What follows belongs to an exercise in optimizing a design on an open flow for small area, a short achievable clock period and few clock cycles; a production flow would make more cautious choices.
The RTL was checked by simulation tests, not by an equivalence proof against the original design.
The flow treats the clock pin as an ideal source. Dropping or thinning the clock tree relies on that and would not hold on a real chip.
Power is estimated from default activity; no workload was simulated.

Setup of run 1:
// wr_interconnect
module wr_interconnect #
(
    parameter DATA_WIDTH = 8,
    parameter ADDR_WIDTH = 16
)
(
	input         			clk,
	input         			rst_n,
	input  [ADDR_WIDTH-1:0] m0_awaddr,
	input         			m0_awvalid,
	output        			m0_awready,
	input  [DATA_WIDTH-1:0] m0_wdata,
	input         			m0_wvalid,
	output        			m0_wready,
	input  [ADDR_WIDTH-1:0] m1_awaddr,
	input         			m1_awvalid,
	output        			m1_awready,
	input  [DATA_WIDTH-1:0] m1_wdata,
	input         			m1_wvalid,
	output        			m1_wready,
	output [ADDR_WIDTH-1:0] mem_awaddr,
	output        			mem_awvalid,
	input         			mem_awready,
	output [DATA_WIDTH-1:0] mem_wdata,
	output        			mem_wvalid,
	input         			mem_wready
);
For scale: roughly 220 flip-flops, roughly 86 I/O pins, about 7800 um^2 of cells after synthesis.
clock: 5.0 ns
lec_check: 0
cap_margin: 20
core_margin: 2
core_utilization: 40
cts_buf_list: sky130_fd_sc_hd__clkbuf_4 sky130_fd_sc_hd__clkbuf_8 sky130_fd_sc_hd__clkbuf_16
cts_cluster_diameter: 100
cts_cluster_size: 30
setup_slack_margin: 3.0
slew_margin: 20
standard.sh (not shown) runs the stock make flow with config.mk's settings and CLKGATE_MAP_FILE= SYNTH_SCRIPT=/design/flow/synth_recipe.tcl, a recipe that flattens the netlist after the stock synthesis.
==> flow/flow/run.sh <==
#!/bin/bash
set -euo pipefail
bash standard.sh MATCH_CELL_FOOTPRINT=0 "BUFFER_PORTS_ARGS=-buffer_cell sky130_fd_sc_hd__buf_1" "CTS_ARGS=-sink_clustering_enable -repair_clock_nets -dont_use_dummy_load -sink_clustering_size 20 -sink_clustering_max_diameter 80 -buf_list sky130_fd_sc_hd__clkbuf_8" finish > flow_standard.log 2>&1
Testbench counts of run 1, summed over its fixed seeds: cycles 1,032.
Modified inputs, run 2 compared to run 1
- a change of SETUP_SLACK_MARGIN from 3.0 to 3.2
==> flow/flow/run.sh <==
#!/bin/bash
set -euo pipefail
here=$(pwd)
bash standard.sh MATCH_CELL_FOOTPRINT=0 "BUFFER_PORTS_ARGS=-buffer_cell sky130_fd_sc_hd__buf_1" "CTS_ARGS=-sink_clustering_enable -repair_clock_nets -dont_use_dummy_load -sink_clustering_size 30 -sink_clustering_max_diameter 100 -buf_list sky130_fd_sc_hd__clkbuf_16" "POST_CTS_TCL=$here/flow/post_cts.tcl" finish > flow_standard.log 2>&1
==> flow/flow/post_cts.tcl (new file) <==
# Drop the H-tree's middle level: the root buffer then drives the leaf
# buffers directly, two buffers from the clock port to every register.
set mid {}
foreach inst [[ord::get_db_block] getInsts] {
  if {[regexp {^clkbuf_[1-9][0-9]*_[0-9]+__f_} [$inst getName]]} { lappend mid [$inst getName] }
}
puts "post_cts: removing [llength $mid] middle clock buffers: $mid"
if {[llength $mid]} {
  remove_buffers {*}$mid
  detailed_placement
  estimate_parasitics -placement
  report_clock_latency
}
Findings:
Count of non-filler cells in the finished layout: run 1 and run 2 compared, lower one is run 1. Taking run 1 as the reference, in run 2 switching part of the total now sits at about the same level; final-layout clock buffer total now sits lower. Worst-path maximum fanout (lower): run 1. Between run 1 and run 2, the flow reports detail-routed net length per standard cell increasing by a few percent. Between run 1 and run 2, the clock-pin slew on the worst setup and hold paths figures differ only marginally. What run 2 reported for count of plain and timing-repair buffers has to be multiplied by 0.913 to get the figure for run 1. Compared with run 1, placement density in the core of run 2 is higher. Relative to run 1, run 2 degrades final wirelength.

P:
wr_interconnect, a different RTL version from the one above (not shown whole).
For scale: roughly 230 flip-flops, ~0.0064 sq mm of cells after synthesis.
export LEC_CHECK = 0
export ABC_AREA = 1
export CAP_MARGIN = 20
export CORE_MARGIN = 2
export CORE_UTILIZATION = 40
export CTS_BUF_LIST = sky130_fd_sc_hd__clkbuf_4 sky130_fd_sc_hd__clkbuf_8 sky130_fd_sc_hd__clkbuf_16
export CTS_CLUSTER_DIAMETER = 100
export CTS_CLUSTER_SIZE = 30
export SETUP_SLACK_MARGIN = 3.0
export SLEW_MARGIN = 20
create_clock -name core_clock -period 5.0 [get_ports {clk}]
==> flow/flow/run.sh <==
#!/bin/bash
set -euo pipefail
here=$(pwd)
bash standard.sh MATCH_CELL_FOOTPRINT=0 "BUFFER_PORTS_ARGS=-buffer_cell sky130_fd_sc_hd__buf_1" "CTS_ARGS=-sink_clustering_enable -repair_clock_nets -dont_use_dummy_load -sink_clustering_size 30 -sink_clustering_max_diameter 100 -buf_list sky130_fd_sc_hd__clkbuf_16" "POST_CTS_TCL=$here/flow/post_cts.tcl" finish > flow_standard.log 2>&1
==> flow/flow/post_cts.tcl <==
# Drop the H-tree's middle level: the root buffer then drives the leaf
# buffers directly, two buffers from the clock port to every register.
set mid {}
foreach inst [[ord::get_db_block] getInsts] {
  if {[regexp {^clkbuf_[1-9][0-9]*_[0-9]+__f_} [$inst getName]]} { lappend mid [$inst getName] }
}
puts "post_cts: removing [llength $mid] middle clock buffers: $mid"
if {[llength $mid]} {
  remove_buffers {*}$mid
  detailed_placement
  estimate_parasitics -placement
  report_clock_latency
}
P reached the final stage; the timing, DRC and antenna checks on its layout passed.
Testbench counts of P, summed over its fixed seeds: cycles 1,032.
## Diff of input files: Q against P
# P
export LEC_CHECK = 0
export ABC_AREA = 1
export CAP_MARGIN = 20
export CORE_MARGIN = 2
export CORE_UTILIZATION = 40
export CTS_BUF_LIST = sky130_fd_sc_hd__clkbuf_4 sky130_fd_sc_hd__clkbuf_8 sky130_fd_sc_hd__clkbuf_16
export CTS_CLUSTER_DIAMETER = 100
export CTS_CLUSTER_SIZE = 30
export SETUP_SLACK_MARGIN = 3.0
export SLEW_MARGIN = 20
create_clock -name core_clock -period 5.0 [get_ports {clk}]
# Q
export LEC_CHECK = 0
export CAP_MARGIN = 20
export CORE_MARGIN = 2
export CORE_UTILIZATION = 40
export CTS_BUF_LIST = sky130_fd_sc_hd__clkbuf_4 sky130_fd_sc_hd__clkbuf_8 sky130_fd_sc_hd__clkbuf_16
export CTS_CLUSTER_DIAMETER = 100
export CTS_CLUSTER_SIZE = 30
export SETUP_SLACK_MARGIN = 0
export SLEW_MARGIN = 20
create_clock -name core_clock -period 5.0 [get_ports {clk}]
[summary]
- Per the comparison of Q with P, final worst-path cycle share saw an increase; area after synthesis saw a decrease; area added between synthesis and finish saw an increase.
- On count of plain and timing-repair buffers, the higher figure sits with P, not Q.
- Top fanout value on the critical path sits higher in Q than in P.
- Looking at worst setup path endpoint, the mem_awaddr[2] result is from P; the AWFIFO.m1_ready$_DFF_PN0_ one comes from Q.
- Q vs P: worst setup slack down in Q
- P vs Q, path type of the worst setup path: reg2out vs in2reg
Changes in R relative to Q:
# Q
export LEC_CHECK = 0
export CAP_MARGIN = 20
export CORE_MARGIN = 2
export CORE_UTILIZATION = 40
export CTS_BUF_LIST = sky130_fd_sc_hd__clkbuf_4 sky130_fd_sc_hd__clkbuf_8 sky130_fd_sc_hd__clkbuf_16
export CTS_CLUSTER_DIAMETER = 100
export CTS_CLUSTER_SIZE = 30
export SETUP_SLACK_MARGIN = 0
export SLEW_MARGIN = 20
create_clock -name core_clock -period 5.0 [get_ports {clk}]
# R
export LEC_CHECK = 0
export CAP_MARGIN = 20
export CORE_MARGIN = 2
export CORE_UTILIZATION = 25
export CTS_BUF_LIST = sky130_fd_sc_hd__clkbuf_4 sky130_fd_sc_hd__clkbuf_8 sky130_fd_sc_hd__clkbuf_16
export CTS_CLUSTER_DIAMETER = 100
export CTS_CLUSTER_SIZE = 30
export SETUP_SLACK_MARGIN = 3.0
export SLEW_MARGIN = 20
create_clock -name core_clock -period 5.0 [get_ports {clk}]
==> run notes <==
- Die extent in x: higher on R
- Number of core rows in R is about 27% higher than in Q
- Via-per-instance ratio: R vs Q down 0.77
The following lists how S was set up differently from R:
# R
export LEC_CHECK = 0
export CAP_MARGIN = 20
export CORE_MARGIN = 2
export CORE_UTILIZATION = 25
export CTS_BUF_LIST = sky130_fd_sc_hd__clkbuf_4 sky130_fd_sc_hd__clkbuf_8 sky130_fd_sc_hd__clkbuf_16
export CTS_CLUSTER_DIAMETER = 100
export CTS_CLUSTER_SIZE = 30
export SETUP_SLACK_MARGIN = 3.0
export SLEW_MARGIN = 20
create_clock -name core_clock -period 5.0 [get_ports {clk}]
# S
export LEC_CHECK = 0
export CAP_MARGIN = 20
export CORE_MARGIN = 2
export CORE_UTILIZATION = 60
export CTS_BUF_LIST = sky130_fd_sc_hd__clkbuf_4 sky130_fd_sc_hd__clkbuf_8 sky130_fd_sc_hd__clkbuf_16
export CTS_CLUSTER_DIAMETER = 100
export CTS_CLUSTER_SIZE = 30
export PLACE_DENSITY = 0.7
export SETUP_SLACK_MARGIN = 3.0
export SLEW_MARGIN = 20
create_clock -name core_clock -period 5.0 [get_ports {clk}]
### Flow results
Number of global-route vias before repair (S vs. R) increases by a few percent. A termination of the worst setup path of WFIFO.m1_ready$_DFF_PN0_ is what S shows, while AWFIFO.m1_ready$_DFF_PN0_ belongs to R. Summary of S over R: fmax climbed about 1%; combined buffer and inverter count along the critical path barely changed; share of synthesized cell area in and, or, nand and nor gates barely changed; count of placed standard cells in the final layout, fillers left out dropped 189. Taking R as the reference point, the sequential share of cell area of S rises by 2.6 points. S improves on R in pre-CTS worst setup slack.
The following lists how T was set up differently from S:
# S
export LEC_CHECK = 0
export CAP_MARGIN = 20
export CORE_MARGIN = 2
export CORE_UTILIZATION = 60
export CTS_BUF_LIST = sky130_fd_sc_hd__clkbuf_4 sky130_fd_sc_hd__clkbuf_8 sky130_fd_sc_hd__clkbuf_16
export CTS_CLUSTER_DIAMETER = 100
export CTS_CLUSTER_SIZE = 30
export PLACE_DENSITY = 0.7
export SETUP_SLACK_MARGIN = 3.0
export SLEW_MARGIN = 20
create_clock -name core_clock -period 5.0 [get_ports {clk}]
# T
export LEC_CHECK = 0
export CAP_MARGIN = 20
export CORE_MARGIN = 2
export CORE_UTILIZATION = 40
export CTS_BUF_LIST = sky130_fd_sc_hd__clkbuf_4 sky130_fd_sc_hd__clkbuf_8 sky130_fd_sc_hd__clkbuf_16
export CTS_CLUSTER_DIAMETER = 100
export CTS_CLUSTER_SIZE = 30
export SETUP_SLACK_MARGIN = 2.9
export SLEW_MARGIN = 20
create_clock -name core_clock -period 5.0 [get_ports {clk}]
Notes after the runs:
From S to T the numbers moved as follows: cell count shows an increase of 52; post-place instance area higher; sequential cell power saw little to no change.

## re-timing with driven ports
In the flow no input, the clock included, has a driving cell. The finished layouts below were timed again as built, in two steps.
Step 1, drivers: a clkbuf_16 drives clk and a buf_2 each remaining input, both assumed.
Step 2 moves the port delays by t, midway between the first and last clock arrival at a register: inputs arrive t later, outputs are due t later. That takes back most of the time a late clock gives input paths.
Three values: ideal, step 1, step 2; two values: the first two.
run | t (ns) | setup WS [ns] | clock arrival spread, ns | slew at the worst register clock pin (ns)
run 1 | 0.498 | 2.936 / 2.900 / 2.693 | 0.058 / 0.057 | 0.12 / 0.12
run 2 | 0.414 | 3.007 / 2.965 / 2.907 | 0.045 / 0.044 | 0.11 / 0.11
P | 0.410 | 3.036 / 2.997 / 2.753 | 0.026 / 0.027 | 0.11 / 0.11
Q | 0.404 | 2.534 / 2.546 / 2.142 | 0.027 / 0.027 | 0.11 / 0.11
R | 0.416 | 3.033 / 3.023 / 2.630 | 0.008 / 0.008 | 0.10 / 0.10
S | 0.402 | 3.052 / 3.022 / 2.665 | 0.030 / 0.031 | 0.11 / 0.11
T | 0.413 | 2.953 / 2.966 / 2.553 | 0.016 / 0.016 | 0.10 / 0.10
After both steps setup and hold are still met in every run listed. The setup slack of R, which loses most, moves by -0.010 ns with the drivers and by -0.403 ns with both steps.
